Source: an optimization exercise on an open RTL-to-GDS flow (aim: a short achievable clock period and few clock cycles). Production flows keep margins and buffers that such runs may drop.
Function was checked by simulation only, so behaviour that the tests miss may differ from the original.
Power is estimated from default activity; no workload was simulated.

==> flow/design.v <==
module SingleCycleMIPS(
    clk,
    rst_n,
    IR_addr,
    IR,
    ReadDataMem,
    CEN,
    WEN,
    A,
    Data2Mem,
    OEN
);
    input         clk, rst_n;
    input  [31:0] IR;
    output [31:0] IR_addr;
    input  [31:0] ReadDataMem;
    output        CEN;
    output        WEN;
    output  [6:0] A;
    output [31:0] Data2Mem;
    output        OEN;
    integer i;
    reg  [31:0] pc_f;
    reg         btb_v;
    reg  [29:0] btb_pc;
    reg  [29:0] btb_tgt;
    reg  [31:0] ras;
    reg         valid_d;
    reg  [31:0] ir_d;
    reg  [31:0] pc_d;
    reg  [31:0] pc4_d;
    reg  [31:0] pred_d;
    reg         btbu_d;
    reg         valid_x;
    reg         we_x;
    reg  [4:0]  rd_x;
    reg         load_x, store_x, br_x, bne_x, jr_x, jmp_x;
    reg         alusrc_x;
    reg         add_x, sub_x, and_x, or_x, slt_x, sll_x, srl_x;
    reg  [31:0] a_x, t_x, imm_x;
    reg  [4:0]  sh_x;
    reg         fwd_a_x, fwd_t_x;
    reg  [31:0] pc_x, pc4_x, tgt_x, pred_x;
    reg         pt_x;
    reg         we_m, load_m;
    reg  [4:0]  rd_m;
    reg  [31:0] res_m;
    reg         cen_r, wen_r, oen_r;
    reg  [6:0]  a_r;
    reg  [31:0] d_r;
    reg         we_w;
    reg  [4:0]  rd_w;
    reg  [31:0] res_w;
    reg  [31:0] rf [1:31];
    assign IR_addr  = pc_f;
    assign CEN      = cen_r;
    assign WEN      = wen_r;
    assign OEN      = oen_r;
    assign A        = a_r;
    assign Data2Mem = d_r;
    wire [31:0] pc4_f   = pc_f + 32'd4;
    wire        if_j    = (IR[31:27] == 5'b00001);
    wire        if_jr   = (IR[31:26] == 6'd0) && (IR[5:0] == 6'h08);
    wire [31:0] jtgt_f  = {pc4_f[31:28], IR[25:0], 2'b00};
    wire        btb_hit = btb_v && (btb_pc == pc_f[31:2]);
    wire [31:0] seq_f   = btb_hit ? {btb_tgt, 2'b00} : pc4_f;
    wire [31:0] pred_f  = if_j ? jtgt_f : (if_jr ? ras : seq_f);
    wire        btbu_f  = btb_hit & ~if_j & ~if_jr;
    wire [5:0]  op_d  = ir_d[31:26];
    wire [5:0]  fn_d  = ir_d[5:0];
    wire [4:0]  rs_d  = ir_d[25:21];
    wire [4:0]  rt_d  = ir_d[20:16];
    wire [4:0]  rdf_d = ir_d[15:11];
    wire [15:0] imm_d = ir_d[15:0];
    wire rtype_d = (op_d == 6'h00);
    wire jr_d    = rtype_d & (fn_d == 6'h08);
    wire add_d   = rtype_d & (fn_d == 6'h20);
    wire sub_d   = rtype_d & (fn_d == 6'h22);
    wire or_d    = rtype_d & (fn_d == 6'h25);
    wire slt_d   = rtype_d & (fn_d == 6'h2a);
    wire sll_d   = rtype_d & (fn_d == 6'h00);
    wire srl_d   = rtype_d & (fn_d == 6'h02);
    wire and_d   = rtype_d & ~(jr_d | add_d | sub_d | or_d | slt_d | sll_d | srl_d);
    wire addi_d  = (op_d == 6'h08);
    wire lw_d    = (op_d == 6'h23);
    wire sw_d    = (op_d == 6'h2b);
    wire beq_d   = (op_d == 6'h04);
    wire bne_d   = (op_d == 6'h05);
    wire j_d     = (op_d == 6'h02);
    wire jal_d   = (op_d == 6'h03);
    wire br_d    = beq_d | bne_d;
    wire       wr_d  = (rtype_d & ~jr_d) | addi_d | lw_d | jal_d;
    wire [4:0] dst_d = jal_d ? 5'd31 : (rtype_d ? rdf_d : rt_d);
    wire       we_d  = valid_d & wr_d & (dst_d != 5'd0);
    wire       urs_d = rtype_d | addi_d | lw_d | sw_d | br_d;
    wire       urt_d = rtype_d | sw_d | br_d;
    wire [31:0] val_m = load_m ? ReadDataMem : res_m;
    reg  [31:0] rsv_d, rtv_d;
    always @(*) begin
        if (rs_d == 5'd0)                rsv_d = 32'd0;
        else if (we_m && rd_m == rs_d)   rsv_d = val_m;
        else if (we_w && rd_w == rs_d)   rsv_d = res_w;
        else                             rsv_d = rf[rs_d];
        if (rt_d == 5'd0)                rtv_d = 32'd0;
        else if (we_m && rd_m == rt_d)   rtv_d = val_m;
        else if (we_w && rd_w == rt_d)   rtv_d = res_w;
        else                             rtv_d = rf[rt_d];
    end
    wire fwd_a_d = we_x & ~load_x & (rd_x == rs_d);
    wire fwd_t_d = we_x & ~load_x & (rd_x == rt_d);
    wire stall   = valid_d & we_x & load_x &
                   ((urs_d & (rs_d == rd_x)) | (urt_d & (rt_d == rd_x)));
    wire [31:0] sext_d = {{16{imm_d[15]}}, imm_d};
    wire [31:0] btgt_d = pc4_d + {sext_d[29:0], 2'b00};
    wire        ex_redir;
    wire [31:0] ex_tgt;
    wire id_redir = valid_d & ~stall & ~ex_redir & br_d & imm_d[15] & ~btbu_d;
    wire pt_d     = br_d & (imm_d[15] | btbu_d);
    wire [31:0] a_e = fwd_a_x ? res_m : a_x;
    wire [31:0] t_e = fwd_t_x ? res_m : t_x;
    wire [31:0] b_e = alusrc_x ? imm_x : t_e;
    wire [31:0] sum_e  = a_e + b_e;
    wire [31:0] diff_e = a_e - b_e;
    wire        lt_e   = (a_e[31] != b_e[31]) ? a_e[31] : diff_e[31];
    wire [31:0] res_e  = ({32{add_x}} & sum_e)
                       | ({32{sub_x}} & diff_e)
                       | ({32{and_x}} & (a_e & b_e))
                       | ({32{or_x}}  & (a_e | b_e))
                       | ({32{slt_x}} & {31'd0, lt_e})
                       | ({32{sll_x}} & (b_e << sh_x))
                       | ({32{srl_x}} & (b_e >> sh_x));
    wire [8:0]  addr_e = a_e[8:0] + imm_x[8:0];
    wire eq_e    = (a_e == t_e);
    wire taken_e = bne_x ? ~eq_e : eq_e;
    wire ne_tgt  = (pred_x != tgt_x);
    wire ne_pc4  = (pred_x != pc4_x);
    wire ne_jr   = (pred_x != a_e);
    assign ex_redir = valid_x & (br_x ? (taken_e ? ne_tgt : ne_pc4)
                                      : (jr_x ? ne_jr : (~jmp_x & ne_pc4)));
    assign ex_tgt   = br_x ? (taken_e ? tgt_x : pc4_x) : (jr_x ? a_e : pc4_x);
    wire        hold    = ex_redir | id_redir | stall;
    wire [31:0] pc_base = ex_redir ? ex_tgt : (id_redir ? btgt_d : (stall ? pc_f : seq_f));
    wire [31:0] pc_n    = (~hold & if_j) ? jtgt_f : ((~hold & if_jr) ? ras : pc_base);
    always @(posedge clk or negedge rst_n) begin
        if (~rst_n) begin
            pc_f    <= 32'd0;
            btb_v   <= 1'b0;
            btb_pc  <= 30'd0;
            btb_tgt <= 30'd0;
            ras     <= 32'd0;
            valid_d <= 1'b0;
            ir_d    <= 32'd0;
            pc_d    <= 32'd0;
            pc4_d   <= 32'd0;
            pred_d  <= 32'd0;
            btbu_d  <= 1'b0;
            valid_x <= 1'b0;
            we_x    <= 1'b0;
            rd_x    <= 5'd0;
            load_x  <= 1'b0;
            store_x <= 1'b0;
            br_x    <= 1'b0;
            bne_x   <= 1'b0;
            jr_x    <= 1'b0;
            jmp_x   <= 1'b0;
            alusrc_x <= 1'b0;
            add_x   <= 1'b0;
            sub_x   <= 1'b0;
            and_x   <= 1'b0;
            or_x    <= 1'b0;
            slt_x   <= 1'b0;
            sll_x   <= 1'b0;
            srl_x   <= 1'b0;
            a_x     <= 32'd0;
            t_x     <= 32'd0;
            imm_x   <= 32'd0;
            sh_x    <= 5'd0;
            fwd_a_x <= 1'b0;
            fwd_t_x <= 1'b0;
            pc_x    <= 32'd0;
            pc4_x   <= 32'd0;
            tgt_x   <= 32'd0;
            pred_x  <= 32'd0;
            pt_x    <= 1'b0;
            we_m    <= 1'b0;
            load_m  <= 1'b0;
            rd_m    <= 5'd0;
            res_m   <= 32'd0;
            cen_r   <= 1'b1;
            wen_r   <= 1'b1;
            oen_r   <= 1'b0;
            a_r     <= 7'd0;
            d_r     <= 32'd0;
            we_w    <= 1'b0;
            rd_w    <= 5'd0;
            res_w   <= 32'd0;
            for (i = 1; i < 32; i = i + 1) rf[i] <= 32'd0;
        end else begin
            pc_f <= pc_n;
            if (ex_redir | id_redir) valid_d <= 1'b0;
            else if (~stall)         valid_d <= 1'b1;
            if (~stall) begin
                ir_d   <= IR;
                pc_d   <= pc_f;
                pc4_d  <= pc4_f;
                pred_d <= pred_f;
                btbu_d <= btbu_f;
            end
            if (valid_d & jal_d & ~ex_redir) ras <= pc4_d;
            valid_x  <= valid_d & ~stall & ~ex_redir;
            we_x     <= we_d & ~stall & ~ex_redir;
            rd_x     <= dst_d;
            load_x   <= lw_d;
            store_x  <= sw_d;
            br_x     <= br_d;
            bne_x    <= bne_d;
            jr_x     <= jr_d;
            jmp_x    <= j_d | jal_d;
            alusrc_x <= addi_d | lw_d | sw_d | jal_d;
            add_x    <= add_d | addi_d | jal_d;
            sub_x    <= sub_d;
            and_x    <= and_d;
            or_x     <= or_d;
            slt_x    <= slt_d;
            sll_x    <= sll_d;
            srl_x    <= srl_d;
            a_x      <= jal_d ? 32'd0 : rsv_d;
            t_x      <= rtv_d;
            imm_x    <= jal_d ? pc4_d : sext_d;
            sh_x     <= ir_d[10:6];
            fwd_a_x  <= fwd_a_d & ~jal_d;
            fwd_t_x  <= fwd_t_d;
            pc_x     <= pc_d;
            pc4_x    <= pc4_d;
            tgt_x    <= btgt_d;
            pred_x   <= id_redir ? btgt_d : pred_d;
            pt_x     <= pt_d;
            if (valid_x & br_x & taken_e) begin
                btb_v   <= 1'b1;
                btb_pc  <= pc_x[31:2];
                btb_tgt <= tgt_x[31:2];
            end
            we_m   <= we_x;
            load_m <= load_x;
            rd_m   <= rd_x;
            res_m  <= res_e;
            cen_r  <= ~(valid_x & (load_x | store_x));
            wen_r  <= ~(valid_x & store_x);
            oen_r  <= valid_x & store_x;
            a_r    <= addr_e[8:2];
            d_r    <= t_e;
            we_w  <= we_m;
            rd_w  <= rd_m;
            res_w <= val_m;
            if (we_w) rf[rd_w] <= res_w;
        end
    end
endmodule
==> flow/run.sh <==
#!/bin/bash
# synth_recipe.tcl (not shown) runs the flow's synth.tcl, then flattens the netlist and writes it again
# the make line also repeats each setting of config.mk as NAME=value (left out here)
make -C /OpenROAD-flow-scripts/flow DESIGN_CONFIG=/design/flow/config.mk WORK_HOME=/design/flow/orfs CLKGATE_MAP_FILE= SYNTH_SCRIPT=/design/flow/synth_recipe.tcl finish
==> flow/config.mk <==
export PLATFORM = sky130hd
export DESIGN_NAME = SingleCycleMIPS
export DESIGN_NICKNAME = SingleCycleMIPS
export VERILOG_FILES = /design/flow/design.v
export SDC_FILE = /design/flow/constraint.sdc
export NUM_CORES = 4
export LEC_CHECK = 0
export CAP_MARGIN = 20
export CORE_MARGIN = 2
export CORE_UTILIZATION = 30
export SLEW_MARGIN = 20
==> flow/constraint.sdc <==
create_clock -name core_clock -period 11.0 [get_ports {clk}]
set_input_delay 2.2000 -clock core_clock [delete_from_list [all_inputs] [get_ports {clk}]]
set_output_delay 2.2000 -clock core_clock [all_outputs]
set_load 0.01 [all_outputs]
==> reports/qor.tcl <==
set qor(fp.dieH_um) 540
set qor(post_synth_instance_area_um2) 86200
set qor(final.fill_count) 28300
set qor(die_footprint_um2) 292000
set qor(critical_path.startpoint_type) {flip-flop}
set qor(multiInputGateArea_um2) 43300
set qor(post-synth-top-count-cell) {sky130_fd_sc_hd__dfrtp_1}
set qor(clkLatencyLatePin_ns) 0.93
set qor(bufs_on_longest_clock_path) 4
set qor(worst_hold_startpoint) {pc_d[22]}
set qor(post_detailed_route_wirelength_per_cell_um) 36.0
set qor(worst-endpoint-arrival_ns) 8.41
set qor(netlist_top_cells_area) {sky130_fd_sc_hd__dfrtp_1 (47%), sky130_fd_sc_hd__mux2_2 (15%), sky130_fd_sc_hd__a22oi_1 (7.1%)}
set qor(shortest_period_the_worst_path_allows_ns) 7.73
set qor(register_area_um2) 40400
set qor(status) {finished clean}
set qor(avgSynthCellArea_um2) 10.8
set qor(max_cap_violations) 0
set qor(synth_cells) 7997
set qor(power_density_nw_per_um2) 169
set qor(crit_fanout) 23
set qor(synth_top_area_share) 0.468
set qor(detailroute.via_count) 76500
set qor(finalClockSkew_ns) 0.144
set qor(max_freq_mhz) 129
set qor(clock_tree.htree_level_count) 4
set qor(pin_count_of_the_biggest_net_entering_global_routing) 179
set qor(setup_violation_total_in_the_final_timing_report) 0
set qor(groute.usage.overall) 0.280
set qor(placeableCoreArea_um2) 285000
set qor(globalRouteOverflowTotal) 0
set qor(port_buffers) 139
set qor(placed_cells_incl_taps) 11500
set qor(place_worst_setup_slack_ns) 3.62
set qor(die_width_um) 540
set qor(drt_iter0_drc) 13400
set qor(synth_area_leader_cell) {sky130_fd_sc_hd__dfrtp_1}
set qor(grt_first_pass_wirelength_um) 586000
set qor(number_of_nets_in_the_layout) 8077
set qor(min_period_over_period) 0.703
set qor(cts_sinks) 1612
set qor(setup-tns-final_ns) 0
set qor(clk_transition_reported_paths_ns) 0.06
set qor(yosysUniqueCellTypes) 87
set qor(final_antenna_net_count) 0
set qor(holdBufCountCts) 0
set qor(critical_path.startpoint) {alusrc_x}
set qor(worst-setup-path-type) {reg -> reg}
set qor(worst_r2r_startpoint) {alusrc_x}
set qor(post_layout_nonfiller_instances) 11800
set qor(max_slew.worst_pin.slew_ns) 1.23
set qor(hpwlAfterDp_um) 263000
set qor(antenna_found_initial) 27
set qor(remaining_drc_errors) 0
set qor(post_cts.repair.setup_buffers) 0
set qor(detail_route.vias_per_cell) 6.49
set qor(slew_violations) 0
set qor(gpl.final_weighted_congestion) 1.01
set qor(synth.yosys.warnings) 2
set qor(synth_edf_count) 0
set qor(critical_path.endpoint_type) {flip-flop}
set qor(cts-buffers-inserted) 182
set qor(placed_cell_area_um2) 92200
set qor(drt_pass1_iterations) 11
set qor(final.setup.worst_slack_ns) 3.27
set qor(ys_dominant_reg_cell) {sky130_fd_sc_hd__dfrtp_1}
set qor(first_global_vias) 73700
set qor(start_util) 0.302
set qor(synth.ff_latch_count) 1612
set qor(synth_common_cells) {sky130_fd_sc_hd__dfrtp_1 (1610), sky130_fd_sc_hd__mux2_2 (1143), sky130_fd_sc_hd__a22oi_1 (813)}
set qor(slew_headroom) 0.156
set qor(flow.area_growth_from_synthesis_pct) 14.1
set qor(total_leakage_power_uw) 0.0438
set qor(rrSetupSlack_ns) 3.27
set qor(power_uw) 16600
set qor(fraction_of_final_layout_cells_sized_beyond_drive_strength_1) 0.236
set qor(synthesis.nets) 8199
set qor(stdcell_area_um2) 98300
set qor(ioPinCount) 140
set qor(detail_route.wirelength_um) 424000
set qor(tritoncts) {built}
set qor(class_of_the_tightest_hold_or_removal_check) {reg -> reg}
set qor(synth.yosys.seq_area_share) 0.468
set qor(asyncSetResetFlopFracSynth) 1.00
set qor(post_cts_resize_count) 0
set qor(worst_ep_required_time_ns) 11.68
set qor(num_rows) 196
set qor(unrepaired_setup_endpoints_after_global_routing) {false}
set qor(root_buffer) {sky130_fd_sc_hd__clkbuf_16}
set qor(irDropWorstVdd_mv) 0.124
set qor(report.final.hold_viol_count) 0
[final cells by class]
cell class | count | share of cell area
clock buffer | 250 | 0.0529
tap | 3762 | 0.0479
timing repair buffer | 364 | 0.0331
sequential | 1612 | 0.410
inverter | 162 | 0.00618
antenna | 15 | 0.000382
clock inverter | 73 | 0.00892
multi-input combinational | 5553 | 0.440
[power by group]
part	internal [uW]	switching, uW	leakage, uW	total [uW]
combinational	1120	1810	0.0194	2940
clock	3680	2690	0.00296	6370
sequential	6450	829	0.0215	7280
[worst max-delay path: stages, from the launching register on]
cell	delay, ns
sky130_fd_sc_hd__dfrtp_1	0.43
sky130_fd_sc_hd__inv_2	0.45
sky130_fd_sc_hd__buf_4	0.49
sky130_fd_sc_hd__mux2i_1	0.72
sky130_fd_sc_hd__ha_1	0.45
sky130_fd_sc_hd__nor3_1	0.37
sky130_fd_sc_hd__nor4b_1	0.87
sky130_fd_sc_hd__o31ai_1	0.37
sky130_fd_sc_hd__o31ai_1	0.55
sky130_fd_sc_hd__a221oi_1	0.31
sky130_fd_sc_hd__o21ai_0	0.71
sky130_fd_sc_hd__a211oi_1	0.27
sky130_fd_sc_hd__o21bai_1	0.21
sky130_fd_sc_hd__a21oi_1	0.13
sky130_fd_sc_hd__fa_1	0.55
sky130_fd_sc_hd__o22ai_1	0.07
sky130_fd_sc_hd__a221oi_1	0.22
sky130_fd_sc_hd__o21ai_0	0.12
sky130_fd_sc_hd__a21oi_1	0.13
sky130_fd_sc_hd__o21ai_0	0.10
[layout by cell type (no fill, tap or decap), types with 75 or more instances in the layout]
master                            instances
sky130_fd_sc_hd__a211oi_1               229
sky130_fd_sc_hd__clkbuf_16              184
sky130_fd_sc_hd__buf_4                  211
sky130_fd_sc_hd__o21ai_0                196
sky130_fd_sc_hd__dfrtp_1               1591
sky130_fd_sc_hd__nand3_1                108
sky130_fd_sc_hd__a21oi_1                299
sky130_fd_sc_hd__nor2_1                 340
sky130_fd_sc_hd__ha_1                   132
sky130_fd_sc_hd__mux2i_1                154
sky130_fd_sc_hd__nor2_4                  75
sky130_fd_sc_hd__nor3_1                 109
sky130_fd_sc_hd__nand2_1                587
sky130_fd_sc_hd__mux2_2                1143
sky130_fd_sc_hd__inv_1                  159
sky130_fd_sc_hd__nand4_1                197
sky130_fd_sc_hd__xor2_1                 114
sky130_fd_sc_hd__a22oi_1                813
sky130_fd_sc_hd__xnor2_1                174
sky130_fd_sc_hd__clkdlybuf4s50_1        138
[cells by family (layout without fill, tap and decap cells)]
family                     count (synthesis)  count (layout)  synth area share
AOI/OAI and AO/OA                       2025            2025             0.167
xor gates and xnor gates                 289             289            0.0294
adders and majority gates                136             136            0.0201
buffers and inverters                    832             849            0.0380
DFF                                     1612            1612             0.468
muxes                                   1392            1392             0.184
other                                      0              15                 0
and+or+nand+nor                         1711            1711            0.0930
[worst paths after layout]
path / end / depth (start not counted)
min reg2reg: pc_x[22] / 0
min: pc_x[22] / 0
max in group asynchronous: btb_tgt[6] / 3
min in group asynchronous: rf[6][17] / 1
max reg2reg: res_m[31] / 19
max: res_m[31] / 19
[through the flow]
step | hold WS, ns | utilization
2_1_floorplan | 0.354 | -
3_3_place_gp | 0.358 | 0.323
3_5_place_dp | 0.360 | 0.323
4_1_cts | 0.373 | 0.344
5_1_grt | 0.383 | 0.344
6_report | 0.372 | 0.344
[registers in the layout, indices dropped and copies added, names as in the netlist, 7 cells and up]
name     count
t_x         32
imm_x       32
btb_tgt     30
pred_d      32
btb_pc      30
a_r          7
pc_d        32
pc_x        30
res_m       32
rf         992
tgt_x       32
ir_d        32
a_x         32
pc4_x       30
pc4_d       30
res_w       32
pc_f        32
d_r         32
pred_x      32
ras         32
[per-layer routing]
layer / wire (um) / global-route usage / part of all wire / vias up
met1: 155000 / 0.346 / 0.37 / 38400
met3: 55600 / 0.102 / 0.13 / 1941
li1: - / - / - / 29600
met2: 177000 / 0.406 / 0.42 / 6569
met4: 35900 / 0.192 / 0.085 / 18
met5: 144 / 0.00115 / 0.00034 / -
Testbench counts, summed over its fixed seeds: cycles 22,441.

[port drivers added, routing unchanged]
The results above use ideal ports. As a check the final layout listed here was re-extracted and re-timed, cells and wires unchanged. Step 1, drivers: a clkbuf_16 drives clk and a buf_2 each remaining input, both assumed. Step 2 also shifts input and output timing later by t, the mid clock arrival at the registers, as if the neighbouring blocks saw the same clock. Slacks: ideal ports / drivers / drivers and shift; pairs: ideal ports / drivers.
t (ns): 0.955
setup slack, ns: 3.272 / 3.272 / 3.272
worst data-port slew with drivers (ns): 0.16
After both steps this run still meets setup and hold. For this run, drivers alone change the setup slack by 0.000 ns; drivers and shift together by 0.000 ns.
